Background: an optimization exercise with open tools, aiming at small area, a short achievable clock period and few clock cycles. Do not read the settings as production practice.
Only simulation tests tie the RTL to the original design; equivalence was not proved.
No activity file was given, so power comes from the tool's default toggle rates.

==> flow/design.v <==
module demosaic(clk, reset, in_en, data_in, wr_r, addr_r, wdata_r, rdata_r, wr_g, addr_g, wdata_g, rdata_g, wr_b, addr_b, wdata_b, rdata_b, done);
input clk;
input reset;
input in_en;
input [7:0] data_in;
output reg wr_r;
output reg [13:0] addr_r;
output reg [7:0] wdata_r;
input [7:0] rdata_r;
output reg wr_g;
output reg [13:0] addr_g;
output reg [7:0] wdata_g;
input [7:0] rdata_g;
output reg wr_b;
output reg [13:0] addr_b;
output reg [7:0] wdata_b;
input [7:0] rdata_b;
output reg done;
localparam M_STREAM = 2'd0, M_LAST = 2'd1, M_INIT = 2'd2, M_POST = 2'd3;
reg [1:0] mode;
reg [13:0] pos;
reg [5:0] s;      
reg [5:0] c6;     
reg pre;          
reg [1:0] ph;     
reg [7:0] te_a, te_b, de_a, de_b, ue, mo_p, mo_q, uo, to_p, to_q, do_, me_a, me_b;
wire [6:0] x = pos[13:7];
wire [6:0] y = pos[6:0];
wire is_r = ~x[0] &  y[0];
wire is_b =  x[0] & ~y[0];
wire is_g = ~(is_r | is_b);
wire [6:0] ym2 = y - 7'd2;
wire [6:0] xb  = x[0] ? x - 7'd2 : x + 7'd2;
wire [13:0] s_addr_r = {is_g ? xb : x, is_r ? y : ym2};
wire [13:0] s_addr_g = {is_b ? xb : x, is_g ? y : ym2};
wire [13:0] s_addr_b = {is_r ? xb : x, is_b ? y : ym2};
wire last = (c6 == 6'd63) & ~pre;
reg [5:0] n_s, n_c6;
reg n_pre, n_fin;
reg [1:0] n_ph;
always @(*) begin
    n_s = s; n_c6 = c6; n_pre = pre; n_ph = ph; n_fin = 1'b0;
    if (mode == M_INIT) begin
        n_s = 6'd0; n_c6 = 6'd63; n_pre = 1'b1; n_ph = 2'd0;
    end else begin
        case (ph)
            2'd0: n_ph = 2'd1;
            2'd1: if (last) begin
                      n_fin = (s == 6'd62);
                      n_s = s + 6'd1; n_c6 = 6'd63; n_pre = 1'b1; n_ph = 2'd0;
                  end else n_ph = 2'd2;
            default: begin n_ph = 2'd0; n_pre = 1'b0; n_c6 = c6 + 6'd1; end
        endcase
    end
end
wire n_last = (n_c6 == 6'd63) & ~n_pre;
wire [6:0] rT  = {n_s, 1'b1};
wire [6:0] rM  = {n_s + 6'd1, 1'b0};
wire [6:0] rM2 = {n_s + 6'd2, 1'b0};
wire [6:0] cc0 = {n_c6, 1'b0};
wire [6:0] cc1 = {n_c6, 1'b1};
wire [6:0] cc4 = {n_c6 + 6'd2, 1'b0};
function [7:0] avg2(input [7:0] a, input [7:0] b);
    reg [8:0] t;
    begin t = a + b; avg2 = t[8:1]; end
endfunction
function [7:0] avg4(input [7:0] a, input [7:0] b, input [7:0] c, input [7:0] d);
    reg [9:0] t;
    begin t = (a + b) + (c + d); avg4 = t[9:2]; end
endfunction
always @(posedge clk or posedge reset) begin
    if (reset) begin
        mode <= M_STREAM;
        done <= 1'b0;
    end else begin
        case (mode)
            M_STREAM: if (in_en && pos == 14'h3fff) mode <= M_LAST;
            M_LAST:   mode <= M_INIT;
            M_INIT:   mode <= M_POST;
            default:  if (n_fin) done <= 1'b1;
        endcase
    end
end
always @(posedge clk) begin
    if (reset) begin
        pos <= 14'd0;
        wr_r <= 1'b0; wr_g <= 1'b0; wr_b <= 1'b0;
    end else begin
        case (mode)
            M_STREAM: begin
                wr_r <= in_en; wr_g <= in_en; wr_b <= in_en;
                addr_r <= s_addr_r; addr_g <= s_addr_g; addr_b <= s_addr_b;
                wdata_r <= data_in; wdata_g <= data_in; wdata_b <= data_in;
                if (in_en) pos <= pos + 14'd1;
            end
            M_LAST: begin
                wr_r <= 1'b0; wr_g <= 1'b0; wr_b <= 1'b0;
                addr_g <= {7'd2, 7'd0};
            end
            default: if (done) begin
                wr_r <= 1'b0; wr_g <= 1'b0; wr_b <= 1'b0;
            end else begin
                s <= n_s; c6 <= n_c6; pre <= n_pre; ph <= n_ph;
                if (mode == M_INIT) me_b <= rdata_g;
                else case (ph)
                    2'd0: begin te_b <= rdata_r; de_b <= rdata_g; end
                    2'd1: begin
                        ue <= rdata_r;
                        mo_p <= mo_q; mo_q <= rdata_g;
                        to_p <= to_q; to_q <= rdata_b;
                        if (last) me_b <= rdata_g;
                    end
                    default: begin
                        do_ <= rdata_r; uo <= rdata_b;
                        me_a <= me_b; me_b <= rdata_g;
                        te_a <= te_b; de_a <= de_b;
                    end
                endcase
                case (n_ph)
                    2'd0: begin
                        addr_r <= {rT, cc0}; addr_g <= {rT, cc0}; addr_b <= {rM, cc0};
                        wr_r <= ~n_pre & ~n_fin; wr_g <= ~n_pre & ~n_fin; wr_b <= ~n_pre & ~n_fin;
                        wdata_r <= avg4(uo, mo_p, rdata_b, mo_q);
                        wdata_g <= avg4(ue, me_b, to_p, to_q);
                        wdata_b <= avg2(te_b, de_b);
                    end
                    2'd1: begin
                        addr_r <= {rM, cc0};
                        addr_g <= n_last ? {rM2, 7'd0} : {rM, cc1};
                        addr_b <= {rT, cc1};
                        wr_r <= ~n_pre; wr_g <= ~n_pre & ~n_last; wr_b <= ~n_pre & ~n_last;
                        wdata_r <= avg2(mo_p, mo_q);
                        wdata_g <= avg4(to_q, do_, me_a, me_b);
                        wdata_b <= avg2(te_a, rdata_r);
                    end
                    default: begin
                        addr_r <= {rT, cc1}; addr_g <= {rM, cc4}; addr_b <= {rM, cc1};
                        wr_r <= ~n_pre; wr_g <= 1'b0; wr_b <= ~n_pre;
                        wdata_r <= avg2(uo, mo_q);
                        wdata_b <= avg4(te_a, te_b, de_a, de_b);
                    end
                endcase
            end
        endcase
    end
end
endmodule
==> flow/run.sh <==
#!/bin/bash
# synth_recipe.tcl (not shown) runs the flow's synth.tcl, then flattens the netlist and writes it again
# the make line also repeats each setting of config.mk as NAME=value (left out here)
make -C /OpenROAD-flow-scripts/flow DESIGN_CONFIG=/design/flow/config.mk WORK_HOME=/design/flow/orfs CLKGATE_MAP_FILE= SYNTH_SCRIPT=/design/flow/synth_recipe.tcl finish
==> flow/config.mk <==
export PLATFORM = sky130hd
export DESIGN_NAME = demosaic
export DESIGN_NICKNAME = demosaic
export VERILOG_FILES = /design/flow/design.v
export SDC_FILE = /design/flow/constraint.sdc
export NUM_CORES = 4
export LEC_CHECK = 0
export CAP_MARGIN = 20
export CORE_MARGIN = 2
export CORE_UTILIZATION = 40
export SLEW_MARGIN = 20
==> flow/constraint.sdc <==
create_clock -name core_clock -period 5.5 [get_ports {clk}]
set_input_delay 1.1000 -clock core_clock [delete_from_list [all_inputs] [get_ports {clk}]]
set_output_delay 1.1000 -clock core_clock [all_outputs]
set_load 0.01 [all_outputs]
==> results.py, run 1 <==
metrics = {
    "outcome": {
        "outcome": "complete, no violations",
    },
    "power_and_ir_drop": {
        "p_per_area_mw_per_mm2": 291,
        "power_switching_mw": 1.21,
        "combPwrFrac": 0.229,
        "irDropWorstVdd_mv": 0.255,
        "power.internal_mw": 3.13,
        "power_frac_seq": 0.439,
        "p_leak_nw": 5.87,
        "clockPowerShare": 0.332,
        "sw_frac_of_total": 0.280,
    },
    "global_route": {
        "grt_pass1_vias": 9150,
        "grt_use_total": 0.194,
        "antenna_found_initial": 0,
        "grt_max_degree": 80,
        "gr-total-overflow": 0,
        "grt_pass1_wl_um": 50200,
    },
    "drt": {
        "detail-route-antenna-nets": 0,
        "post_drt_via_cell_ratio": 5.33,
        "drc": 0,
        "dr_total_vias": 8817,
        "wire_per_inst_um": 19.1,
        "first_pass_iters": 5,
        "routed_wl_um": 31600,
        "drt_iter0_markers": 570,
    },
    "final_layout": {
        "final_cell_mix": "edfxtp_1 (185), inv_1 (133), clkdlybuf4s50_1 (104)",
        "antennaDiodeCount": 0,
        "final_cells": 1655,
        "nets": 1411,
        "area_growth_pct": 17.2,
        "drive_gt1_frac": 0.0567,
        "layout_commonest_cell": "edfxtp_1",
    },
    "synth": {
        "synth_fp_nets": 1309,
        "yosysSeqAreaShare": 0.470,
        "synthTopCellsByArea": "edfxtp_1 (44%), fa_1 (11%), ha_1 (6.8%)",
        "syn_inst": 1137,
        "async_flop_share": 0.0146,
        "synth_cell_types": 79,
        "synth.cell_area_sq_mm": 0.0127,
        "synth_top_flop_cell": "edfxtp_1",
        "ys_seq_elements": 205,
        "synth_warnings": 1,
        "syn_avg_cell_area_sq_um": 11.2,
        "synth_enable_flop_cells": 185,
        "yosysTopAreaCellShare": 0.437,
        "synth_top_area_cell": "edfxtp_1",
    },
    "clock_network": {
        "cts_setup_buffers": 0,
        "clkTransAtPathRegs_ps": 70,
        "cts-buffers-inserted": 23,
        "cts-root-buf": "clkbuf_16",
        "cts_tree": "built",
        "cts_htree_levels": 1,
        "hold_buffers": 0,
        "clkSinkCount": 205,
        "ctsResizeCount": 0,
        "clock_path_buffers": 3,
        "worstSkewPairLatency_ps": 520,
    },
    "timing": {
        "max_freq_ghz": 0.229,
        "skew_ps": 12.2,
        "fin_setup_tns_ps": 0,
        "rsz0062_at_grt": "false",
        "finalMaxSlewViolations": 0,
        "slew_headroom": 0.292,
        "hold_viol": 0,
        "setup_violations": 0,
        "fin_crit_ps": 4360,
        "period_share": 0.793,
        "worst-slew-pin-transition_ps": 1060,
    },
    "floorplanning": {
        "core-area_sq_mm": 0.0314,
        "fp.dieArea_sq_mm": 0.0332,
        "boundaryPins": 105,
        "die_w_um": 182,
        "initial_utilization": 0.405,
        "die_y_um": 182,
        "row_count": 65,
    },
    "placed_design": {
        "place_congestion": 0.873,
        "dp.cells": 1616,
        "place_hpwl_um": 23600,
        "io_buffer_count": 104,
    },
    "hold_path": {
        "holdCritPathClass": "reg -> reg",
    },
    "run": {
        "max_cap_viol_count": 0,
    },
    "worst_setup_path": {
        "startpoint_type": "primary input",
        "path_class": "in -> reg",
        "end_kind": "flip-flop",
        "reg2reg_slack_ps": 1450,
        "cp_max_fo": 3,
        "crit_arrival_ps": 4620,
        "required_ps": 5750,
    },
}
## cell type report
cell class                 instances  area (sq um)
inverter                         137           514
multi-input combinational        754          6070
sequential                       205          5970
clock buffer                      30           612
clock inverter                     9          68.8
tap                              402           503
fill                            2895         16500
timing repair buffer             118          1150
## cells in the mapped netlist, types with 5 or more instances
library cell,n
nand3_1,26
a21oi_1,65
o21ai_0,51
o21bai_1,8
a31oi_1,12
clkbuf_1,28
xnor2_1,56
buf_1,5
and3_1,5
a21o_1,22
or2_2,5
edfxtp_1,185
nor2b_1,8
xor2_1,33
nand4_1,8
mux2i_1,8
or3_1,8
a221oi_1,6
and2_1,8
nand2_1,91
nor2_1,76
nor4_1,5
buf_2,7
nor3_1,14
o211ai_1,10
nand2b_1,5
dfxtp_1,17
inv_1,133
o31ai_1,5
fa_1,68
ha_1,69
## layer usage
metal,global-route usage,up-vias,share of wire
li1,-,4209,-
met2,0.344,217,0.49
met5,0,-,0
met1,0.247,4332,0.43
met3,0.0243,59,0.045
met4,0.0629,0,0.032
## cells by family after synthesis
kind of cell               synth area share
DFF                                   0.470
and+or+nand+nor                       0.111
adders and majority gates             0.175
buffers and inverters                0.0539
muxes                               0.00808
AOI/OAI and AO/OA                     0.120
xor gates and xnor gates             0.0626
## worst max-delay path, cell delays in order
cell and delay (ps):
clkdlybuf4s50_1 500, inv_1 70, fa_1 490, fa_1 540, and3b_1 190, fa_1 390, a21o_1 180, a21oi_1 250
o21bai_1 110, a21oi_1 230, o21bai_1 90, a2111oi_0 390, nor3_1 80
## registers in the layout, indices dropped and copies added (netlist names), 14 cells and up
register,count
addr_b,14
addr_g,14
addr_r,14
pos,14
## final timing paths
check | endpoint | from | cells past startpoint
max reg2reg | de_a[7] | mode[1] | 9
max in group asynchronous | mode[1] | reset | 3
min in group asynchronous | done | reset | 3
max | wdata_r[7] | rdata_b[1] | 13
min reg2reg | me_a[4] | me_b[4] | 0
min | me_a[4] | me_b[4] | 0
## per-stage QoR
stage | total power [mW] | hold slack, ps | utilization | worst slack, ps | area [sq um]
final | 4.34 | 452 | 0.474 | 1140 | 14900
after global routing | 4.56 | 480 | 0.474 | 929 | 14900
after CTS | 4.39 | 452 | 0.474 | 1150 | 14900
after detailed placement | 2.94 | 439 | 0.453 | 586 | 14200
after global placement | 2.93 | 434 | 0.453 | 633 | 14200
after floorplan | 2.57 | 426 | - | 570 | 12700
## power by group through the flow
stage                     logic (mW)  clock network, mW  registers (mW)
after floorplan                0.622                  0            1.95
after detailed placement       0.998                  0            1.94
after global placement         0.988                  0            1.94
after CTS                       1.00               1.48            1.91
final                          0.995               1.44            1.91
after global routing            1.11               1.53            1.92
Testbench counts, summed over its fixed seeds: cycles 457,760.
==> inputs of run 2 (changes only) <==
--- a/flow/design.v
+++ b/flow/design.v
@@ -61,12 +61,20 @@
 wire [6:0] cc1 = {n_c6, 1'b1};
 wire [6:0] cc4 = {n_c6 + 6'd2, 1'b0};
-function [7:0] avg2(input [7:0] a, input [7:0] b);
-    reg [8:0] t;
-    begin t = a + b; avg2 = t[8:1]; end
-endfunction
-function [7:0] avg4(input [7:0] a, input [7:0] b, input [7:0] c, input [7:0] d);
-    reg [9:0] t;
-    begin t = (a + b) + (c + d); avg4 = t[9:2]; end
-endfunction
+wire p0 = (n_ph == 2'd0), p1 = (n_ph == 2'd1), p2 = ~p0 & ~p1;
+wire [7:0] r1 = uo & {8{~p1}};
+wire [7:0] r2 = mo_p & {8{~p2}};
+wire [7:0] r3 = rdata_b & {8{p0}};
+wire [9:0] tr = (r1 + r2) + (r3 + mo_q);
+wire [7:0] sum_r = p0 ? tr[9:2] : tr[8:1];
+wire [7:0] g1 = p0 ? ue : do_;
+wire [7:0] g3 = p0 ? to_p : me_a;
+wire [9:0] tg = (g1 + me_b) + (g3 + to_q);
+wire [7:0] sum_g = tg[9:2];
+wire [7:0] b1 = te_a & {8{~p0}};
+wire [7:0] b2 = p1 ? rdata_r : te_b;
+wire [7:0] b3 = de_a & {8{p2}};
+wire [7:0] b4 = de_b & {8{~p1}};
+wire [9:0] tb = (b1 + b2) + (b3 + b4);
+wire [7:0] sum_b = p2 ? tb[9:2] : tb[8:1];
 always @(posedge clk or posedge reset) begin
     if (reset) begin
@@ -90,11 +98,8 @@
             M_STREAM: begin
                 wr_r <= in_en; wr_g <= in_en; wr_b <= in_en;
-                addr_r <= s_addr_r; addr_g <= s_addr_g; addr_b <= s_addr_b;
-                wdata_r <= data_in; wdata_g <= data_in; wdata_b <= data_in;
                 if (in_en) pos <= pos + 14'd1;
             end
             M_LAST: begin
                 wr_r <= 1'b0; wr_g <= 1'b0; wr_b <= 1'b0;
-                addr_g <= {7'd2, 7'd0};
             end
             default: if (done) begin
@@ -119,24 +124,11 @@
                 case (n_ph)
                     2'd0: begin
-                        addr_r <= {rT, cc0}; addr_g <= {rT, cc0}; addr_b <= {rM, cc0};
                         wr_r <= ~n_pre & ~n_fin; wr_g <= ~n_pre & ~n_fin; wr_b <= ~n_pre & ~n_fin;
-                        wdata_r <= avg4(uo, mo_p, rdata_b, mo_q);
-                        wdata_g <= avg4(ue, me_b, to_p, to_q);
-                        wdata_b <= avg2(te_b, de_b);
                     end
                     2'd1: begin
-                        addr_r <= {rM, cc0};
-                        addr_g <= n_last ? {rM2, 7'd0} : {rM, cc1};
-                        addr_b <= {rT, cc1};
                         wr_r <= ~n_pre; wr_g <= ~n_pre & ~n_last; wr_b <= ~n_pre & ~n_last;
-                        wdata_r <= avg2(mo_p, mo_q);
-                        wdata_g <= avg4(to_q, do_, me_a, me_b);
-                        wdata_b <= avg2(te_a, rdata_r);
                     end
                     default: begin
-                        addr_r <= {rT, cc1}; addr_g <= {rM, cc4}; addr_b <= {rM, cc1};
                         wr_r <= ~n_pre; wr_g <= 1'b0; wr_b <= ~n_pre;
-                        wdata_r <= avg2(uo, mo_q);
-                        wdata_b <= avg4(te_a, te_b, de_a, de_b);
                     end
                 endcase
@@ -145,3 +137,16 @@
     end
 end
+always @(posedge clk) begin
+    if (mode[1] && !done) begin
+        case (n_ph)
+            2'd0: begin addr_r <= {rT, cc0}; addr_g <= {rT, cc0}; addr_b <= {rM, cc0}; end
+            2'd1: begin addr_r <= {rM, cc0}; addr_g <= n_last ? {rM2, 7'd0} : {rM, cc1}; addr_b <= {rT, cc1}; end
+            default: begin addr_r <= {rT, cc1}; addr_g <= {rM, cc4}; addr_b <= {rM, cc1}; end
+        endcase
+        wdata_r <= sum_r; wdata_g <= sum_g; wdata_b <= sum_b;
+    end else begin
+        addr_r <= s_addr_r; addr_g <= (mode == M_LAST) ? {7'd2, 7'd0} : s_addr_g; addr_b <= s_addr_b;
+        wdata_r <= data_in; wdata_g <= data_in; wdata_b <= data_in;
+    end
+end
 endmodule
--- a/flow/config.mk
+++ b/flow/config.mk
@@ -6,6 +6,8 @@
 export NUM_CORES = 4
 export LEC_CHECK = 0
+export ABC_CLOCK_PERIOD_IN_PS = 2500
 export CAP_MARGIN = 20
 export CORE_MARGIN = 2
 export CORE_UTILIZATION = 40
+export SETUP_SLACK_MARGIN = 3
 export SLEW_MARGIN = 20
==> run 2 against run 1 <==
Combinational power up 64%. Worst hold slack worse by 12 ps. Clock power up 3%. Still clean on timing, DRC and antenna. Routed wire length down 1.3%. Clock-buffer cell count up 3. Register-to-register slack worse by 160 ps. Critical path type is now reg -> reg.
==> results.py, run 2 <==
metrics = {
    "outcome": {
        "outcome": "complete, no violations",
    },
    "synth": {
        "syn_avg_cell_area_sq_um": 10.6,
        "ys_top_cells_by_count": "edfxtp_1 (119), nand2_1 (113), inv_1 (101), dfxtp_1 (83), nor2_1 (76)",
        "synth.cell_area_sq_mm": 0.0109,
        "synth_fp_nets": 1160,
        "synth_enable_flop_cells": 119,
        "synthTopCellsByArea": "edfxtp_1 (33%), dfxtp_1 (15%), fa_1 (9.0%)",
        "async_flop_share": 0.0146,
        "yosysTopAreaCellShare": 0.328,
        "synth_top_area_cell": "edfxtp_1",
        "yosysSeqAreaShare": 0.487,
        "synth_cell_types": 69,
        "syn_inst": 1033,
        "yosysMostFrequentCell": "edfxtp_1",
        "ys_seq_elements": 205,
        "synth_top_flop_cell": "edfxtp_1",
        "synth_warnings": 1,
    },
    "floorplanning": {
        "boundaryPins": 105,
        "die_y_um": 169,
        "row_count": 60,
        "fp.dieArea_sq_mm": 0.0286,
        "initial_utilization": 0.406,
        "die_w_um": 169,
        "core-area_sq_mm": 0.0269,
    },
    "global_route": {
        "grt_max_degree": 45,
        "grtUsageMet3": 0.0402,
        "antenna_found_initial": 0,
        "gr-total-overflow": 0,
        "grt_pass1_vias": 8351,
        "use_met2": 0.334,
        "grt_util_met1": 0.306,
        "grt-busiest-layer": "met2",
        "grt_pass1_wl_um": 47300,
        "grt_use_total": 0.214,
    },
    "worst_setup_path": {
        "cp_top_family": "adder cells",
        "cp_slowest_stage_delay_ps": 560,
        "cp_max_fo": 4,
        "reg2reg_from": "c6[1]",
        "path_class": "reg -> reg",
        "crit_buf_inv": 2,
        "end_kind": "flip-flop",
        "reg2reg_slack_ps": 1290,
        "r2r_end": "wdata_g[7]",
        "startpoint_type": "flip-flop",
        "r2r_cells": 19,
        "critical_path.cell_chain": "ha_4 -> nand3b_4 -> buf_4 -> o21ai_4 -> mux2i_2 -> fa_1 -> fa_1 -> nor2_2 -> nand2_1 -> mux2_4 -> inv_2 -> fa_2 -> a21o_1 -> a21oi_2 -> o21bai_1 -> a21oi_2 -> nor2b_1 -> o21ai_1 -> a21oi_2",
        "required_ps": 5900,
        "crit_arrival_ps": 4610,
        "critPathSlowestCell": "fa_1",
        "timing.critical_path.mode_cell": "a21oi_2",
    },
    "clock_network": {
        "clkTransAtPathRegs_ps": 60,
        "hold_buffers": 0,
        "cts_tree": "built",
        "cts-root-buf": "clkbuf_16",
        "clock_path_buffers": 3,
        "cts-buffers-inserted": 23,
        "worstSkewPairLatency_ps": 530,
        "clkSinkCount": 205,
        "cts_htree_levels": 1,
    },
    "drt": {
        "dr_total_vias": 8548,
        "drt_iter0_markers": 643,
        "drc": 0,
        "first_pass_iters": 5,
        "wire_per_inst_um": 19.3,
        "post_drt_via_cell_ratio": 5.30,
        "detail-route-antenna-nets": 0,
        "routed_wl_um": 31200,
    },
    "placed_design": {
        "io_buffer_count": 104,
        "place_hpwl_um": 20000,
        "pre_cts_ws_ps": 780,
        "dp.cells": 1444,
        "place_congestion": 0.874,
    },
    "timing": {
        "rsz0062_at_grt": "true",
        "setup_slack_ps": 1290,
        "period_share": 0.765,
        "fin_crit_ps": 4210,
        "finalMaxSlewViolations": 0,
        "skew_ps": 25.4,
        "fin_setup_tns_ps": 0,
        "slew_headroom": 0.480,
        "max_freq_ghz": 0.238,
        "worst-slew-pin-transition_ps": 778,
        "setup_violations": 0,
        "hold_viol": 0,
    },
    "power_and_ir_drop": {
        "power_switching_mw": 1.51,
        "combPwrFrac": 0.326,
        "sw_frac_of_total": 0.303,
        "irDropWorstVdd_mv": 0.256,
        "clockPowerShare": 0.300,
        "p_leak_nw": 6.43,
        "power.internal_mw": 3.47,
        "p_per_area_mw_per_mm2": 325,
        "power_frac_seq": 0.374,
    },
    "final_layout": {
        "final_core_util": 0.570,
        "area_growth_pct": 40.5,
        "fill_cells": 2240,
        "nets": 1383,
        "layout_commonest_cell": "edfxtp_1",
        "final_cell_mix": "edfxtp_1 (119), nand2_1 (108), buf_4 (106)",
        "drive_gt1_frac": 0.271,
        "antennaDiodeCount": 0,
        "final_cells": 1614,
    },
    "run": {
        "max_cap_viol_count": 0,
    },
    "hold_path": {
        "holdCritPathClass": "reg -> reg",
        "hold_depth": 0,
        "min_from": "te_b[6]",
        "whs_endpoint": "te_a[6]",
    },
}
-- run 2: cell types whose count changed in the layout (fill, tap and decap cells not counted), moves of 41 or more --
cell,delta
buf_4,+92
dfxtp_1,+66
edfxtp_1,-66
inv_1,-45
clkdlybuf4s50_1,-43
ha_1,-41
-- run 2: timing repair --
| action | CTS | global route |
|---|---|---|
| pin swaps | 94 | 60 |
| endpoints found under the setup margin | 171 | 140 |
| gates cloned | 5 | 0 |
| resized for setup | 188 | 94 |
| setup buffers | 90 | 33 |
-- run 2: worst max-delay path by stage --
stage | startpoint | end | slack, ps | cells after the start
global route | c6[1] | wdata_b[7] | 1130 | 19
finish | c6[1] | wdata_g[7] | 1290 | 19
floorplan | c6[1] | wdata_b[7] | 1060 | 19
global placement | c6[1] | wdata_g[7] | 820 | 16
detailed placement | c6[0] | wdata_g[7] | 780 | 18
CTS | c6[1] | wdata_b[7] | 1350 | 19
-- run 2: kinds of logic (layout without fill, tap and decap cells) --
group | count (synthesis) | count (layout) | synth area share
buffers and inverters | 152 | 392 | 0.0543
DFF | 205 | 205 | 0.487
xor gates and xnor gates | 64 | 64 | 0.0514
AOI/OAI and AO/OA | 183 | 183 | 0.105
and+or+nand+nor | 307 | 307 | 0.134
muxes | 30 | 30 | 0.0289
adders and majority gates | 92 | 92 | 0.139
-- run 2: power by group through the flow --
stage | combinational, mW | sequential [mW] | clock, mW
global route | 1.75 | 1.88 | 1.58
global placement | 1.18 | 1.90 | 0
floorplan | 0.656 | 1.94 | 0
detailed placement | 1.19 | 1.90 | 0
CTS | 1.47 | 1.87 | 1.51
finish | 1.63 | 1.86 | 1.49
-- run 2: area by class of cell --
class / instances / area (sq um) / area share
clock buffers: 33 / 634 / 0.0414
clock inverters: 9 / 88.8 / 0.00580
inverters: 102 / 395 / 0.0258
multi-input cells: 676 / 5990 / 0.391
flip-flops and latches: 205 / 5310 / 0.347
well taps: 341 / 427 / 0.0279
repair buffers: 248 / 2470 / 0.161
-- run 2: metrics by stage --
stage               hold WS, ps  instance area (sq um)  power, mW
floorplan                   417                  11100       2.59
global placement            430                  12400       3.09
detailed placement          436                  12400       3.09
CTS                         435                  14600       4.85
global route                453                  15300       5.21
finish                      441                  15300       4.98
-- run 2: per-layer routing --
metal | routed length (um) | share of wire | vias to the layer above
li1 | - | - | 3994
met1 | 14000 | 0.45 | 4192
met2 | 14400 | 0.46 | 299
met3 | 1970 | 0.063 | 63
met4 | 809 | 0.026 | 0
met5 | 0 | 0 | -
Testbench counts of run 2, summed over its fixed seeds: cycles 457,760.
==> inputs of run 3 (changes only) <==
--- a/flow/config.mk
+++ b/flow/config.mk
@@ -6,8 +6,6 @@
 export NUM_CORES = 4
 export LEC_CHECK = 0
-export ABC_CLOCK_PERIOD_IN_PS = 2500
 export CAP_MARGIN = 20
 export CORE_MARGIN = 2
 export CORE_UTILIZATION = 40
-export SETUP_SLACK_MARGIN = 3
 export SLEW_MARGIN = 20
==> run 3 against run 2 <==
Combinational power shrank 27%. Critical path depth shrank 1. First-iteration DRC count shrank 21%. Register-to-register slack lost 850 ps. Design area shrank 14%. Highest routed layer unchanged. Power shrank 5.5%. Routed wire length shrank 12%. Flip-flop and latch count is the same. Sequential power is essentially flat.
==> results.py, run 3 <==
metrics = {
    "synth": {
        "synth_top_area_cell": "edfxtp_1",
        "synth.cell_area_sq_mm": 0.0109,
        "ys_seq_elements": 205,
        "synth_enable_flop_cells": 119,
        "synth_fp_nets": 1160,
        "synth_top_flop_cell": "edfxtp_1",
        "ys_top_cells_by_count": "edfxtp_1 (119), nand2_1 (113), inv_1 (101), dfxtp_1 (83), nor2_1 (76)",
        "yosysSeqAreaShare": 0.487,
        "synth_cell_types": 69,
        "yosysTopAreaCellShare": 0.328,
        "yosysMostFrequentCell": "edfxtp_1",
        "synth_warnings": 1,
        "syn_avg_cell_area_sq_um": 10.6,
        "async_flop_share": 0.0146,
        "syn_inst": 1033,
        "synthTopCellsByArea": "edfxtp_1 (33%), dfxtp_1 (15%), fa_1 (9.0%)",
    },
    "drt": {
        "detail-route-antenna-nets": 0,
        "routed_wl_um": 27300,
        "drt_iter0_markers": 506,
        "dr_total_vias": 7781,
        "wire_per_inst_um": 18.3,
        "first_pass_iters": 5,
        "drc": 0,
        "post_drt_via_cell_ratio": 5.22,
    },
    "final_layout": {
        "drive_gt1_frac": 0.0669,
        "layout_commonest_cell": "edfxtp_1",
        "antennaDiodeCount": 0,
        "final_cell_mix": "edfxtp_1 (119), nand2_1 (113), clkdlybuf4s50_1 (104)",
        "fill_cells": 2482,
        "area_growth_pct": 21.1,
        "nets": 1261,
    },
    "worst_setup_path": {
        "path_class": "reg -> reg",
        "reg2reg_slack_ps": 440,
        "required_ps": 5910,
        "cp_max_fo": 8,
        "reg2reg_from": "c6[0]",
        "startpoint_type": "flip-flop",
        "r2r_cells": 18,
        "end_kind": "flip-flop",
        "r2r_end": "wdata_b[7]",
        "crit_arrival_ps": 5470,
    },
    "placed_design": {
        "place_hpwl_um": 19800,
        "place_congestion": 0.857,
        "pre_cts_ws_ps": 45.7,
        "io_buffer_count": 104,
    },
    "floorplanning": {
        "initial_utilization": 0.406,
        "row_count": 60,
        "die_w_um": 169,
        "die_y_um": 169,
        "fp.dieArea_sq_mm": 0.0286,
        "core-area_sq_mm": 0.0269,
        "boundaryPins": 105,
    },
    "hold_path": {
        "min_from": "me_b[4]",
        "whs_endpoint": "me_a[4]",
        "hold_depth": 0,
        "holdCritPathClass": "reg -> reg",
    },
    "timing": {
        "setup_slack_ps": 442,
        "fin_crit_ps": 5060,
        "period_share": 0.920,
        "setup_violations": 0,
        "skew_ps": 10.8,
        "worst-slew-pin-transition_ps": 851,
        "finalMaxSlewViolations": 0,
        "rsz0062_at_grt": "false",
        "hold_ws_ps": 448,
        "max_freq_ghz": 0.198,
        "fin_setup_tns_ps": 0,
        "hold_viol": 0,
        "slew_headroom": 0.431,
    },
    "global_route": {
        "grt_max_degree": 59,
        "gr-total-overflow": 0,
        "grt_pass1_wl_um": 43000,
        "antenna_found_initial": 0,
        "grt_pass1_vias": 7784,
        "grt_use_total": 0.194,
    },
    "clock_network": {
        "cts-buffers-inserted": 24,
        "clkTransAtPathRegs_ps": 60,
        "cts_htree_levels": 1,
        "worstSkewPairLatency_ps": 520,
        "cts-root-buf": "clkbuf_16",
        "clkSinkCount": 205,
        "cts_tree": "built",
        "hold_buffers": 0,
        "clock_path_buffers": 3,
    },
    "outcome": {
        "outcome": "complete, no violations",
    },
    "power_and_ir_drop": {
        "p_per_area_mw_per_mm2": 356,
        "p_leak_nw": 5.34,
        "irDropWorstVdd_mv": 0.222,
    },
    "run": {
        "max_cap_viol_count": 0,
    },
}
run 3: cell counts after synthesis:
Identical to the previous run, type by type.
run 3: cell families (layout without fill, tap and decap cells):
family / count (synthesis) / count (layout) / synth area share
buf+inv: 152 / 270 / 0.0543
flops: 205 / 205 / 0.487
fa+ha+maj: 92 / 92 / 0.139
simple gates: 307 / 307 / 0.134
xor+xnor: 64 / 64 / 0.0514
mux: 30 / 30 / 0.0289
compound gates: 183 / 183 / 0.105
run 3: report_power, final:
part,leakage [nW],internal [mW],switching [mW]
Clock,0.420,1.01,0.637
Combinational,3.08,0.560,0.626
Sequential,1.84,1.80,0.0685
Total,5.34,3.37,1.33
run 3: worst max path at each step:
stage / start / to / slack, ps
2_1_floorplan: reset / de_a[0] / 500
3_3_place_gp: c6[1] / wdata_b[7] / 330
3_5_place_dp: c6[0] / wdata_b[7] / 50
4_1_cts: c6[0] / wdata_b[7] / 40
5_1_grt: c6[0] / wdata_b[7] / 60
6_report: c6[0] / wdata_b[7] / 440
run 3: critical path: stages (launching register included):
cell	delay, ps
edfxtp_1	400
ha_1	340
nand3b_2	230
o211ai_1	370
buf_4	210
nand2_1	140
and2_1	220
fa_1	530
inv_1	50
fa_1	590
inv_1	60
ha_1	280
a21o_1	150
a21oi_1	230
o21bai_1	110
a2111oi_0	460
nor2_1	110
xnor2_1	160
a311oi_1	290
run 3: area by class of cell:
class,instances,area (sq um),share of cell area
Multi-Input combinational cell,676,5030,0.381
Inverter,102,387,0.0293
Tap cell,341,427,0.0323
Clock inverter,9,77.6,0.00587
Clock buffer,34,763,0.0578
Sequential cell,205,5310,0.402
Timing Repair Buffer,125,1210,0.0917
run 3: timing repair:
| item | 4_1_cts | 5_1_grt |
|---|---|---|
| setup buffers | 0 | 1 |
| endpoints found under the setup margin | 0 | 3 |
| gates resized for setup | 0 | 1 |
run 3: layer usage:
metal / global-route usage / wire [um] / up-vias
li1: - / - / 3746
met1: 0.271 / 12500 / 3775
met2: 0.323 / 12900 / 229
met3: 0.0264 / 1420 / 31
met4: 0.0442 / 433 / 0
met5: 0 / 0 / -
run 3: per-stage QoR:
step | power (mW) | instances | area, sq um | utilization
floorplan | 2.56 | 1033 | 10900 | -
CTS | 4.75 | 1491 | 13200 | 0.491
finish | 4.70 | 1492 | 13200 | 0.491
global placement | 3.07 | 1448 | 12400 | 0.460
detailed placement | 3.08 | 1448 | 12400 | 0.460
global route | 4.95 | 1492 | 13200 | 0.491

==> what the ideal ports hide <==
In the flow no input, the clock included, has a driving cell. The finished layouts below were timed again as built, in two steps. Step 1 assumes that a clkbuf_16 drives the clock port and a buf_2 every other input. Step 2 moves the port delays by t, midway between the first and last clock arrival at a register: inputs arrive t later, outputs are due t later. That takes back most of the time a late clock gives input paths. Three values: no drivers, after step 1, after step 2; two values: the first two.
run | shift t [ns] | slack for setup (ns) | hold WS [ns] | latest minus earliest clock arrival (ns) | worst register clock-pin slew, ns
run 1 | 0.561 | 1.138 / 1.163 / 0.602 | 0.452 / 0.452 / 0.452 | 0.012 / 0.012 | 0.07 / 0.07
run 2 | 0.571 | 1.294 / 1.294 / 0.960 | 0.441 / 0.441 / 0.441 | 0.026 / 0.026 | 0.06 / 0.06
run 3 | 0.566 | 0.442 / 0.442 / 0.442 | 0.448 / 0.448 / 0.448 | 0.011 / 0.010 | 0.06 / 0.06
After both steps every run listed still meets setup and hold. The setup slack of run 1, which loses most, moves by +0.025 ns with the drivers and by -0.536 ns with both steps.
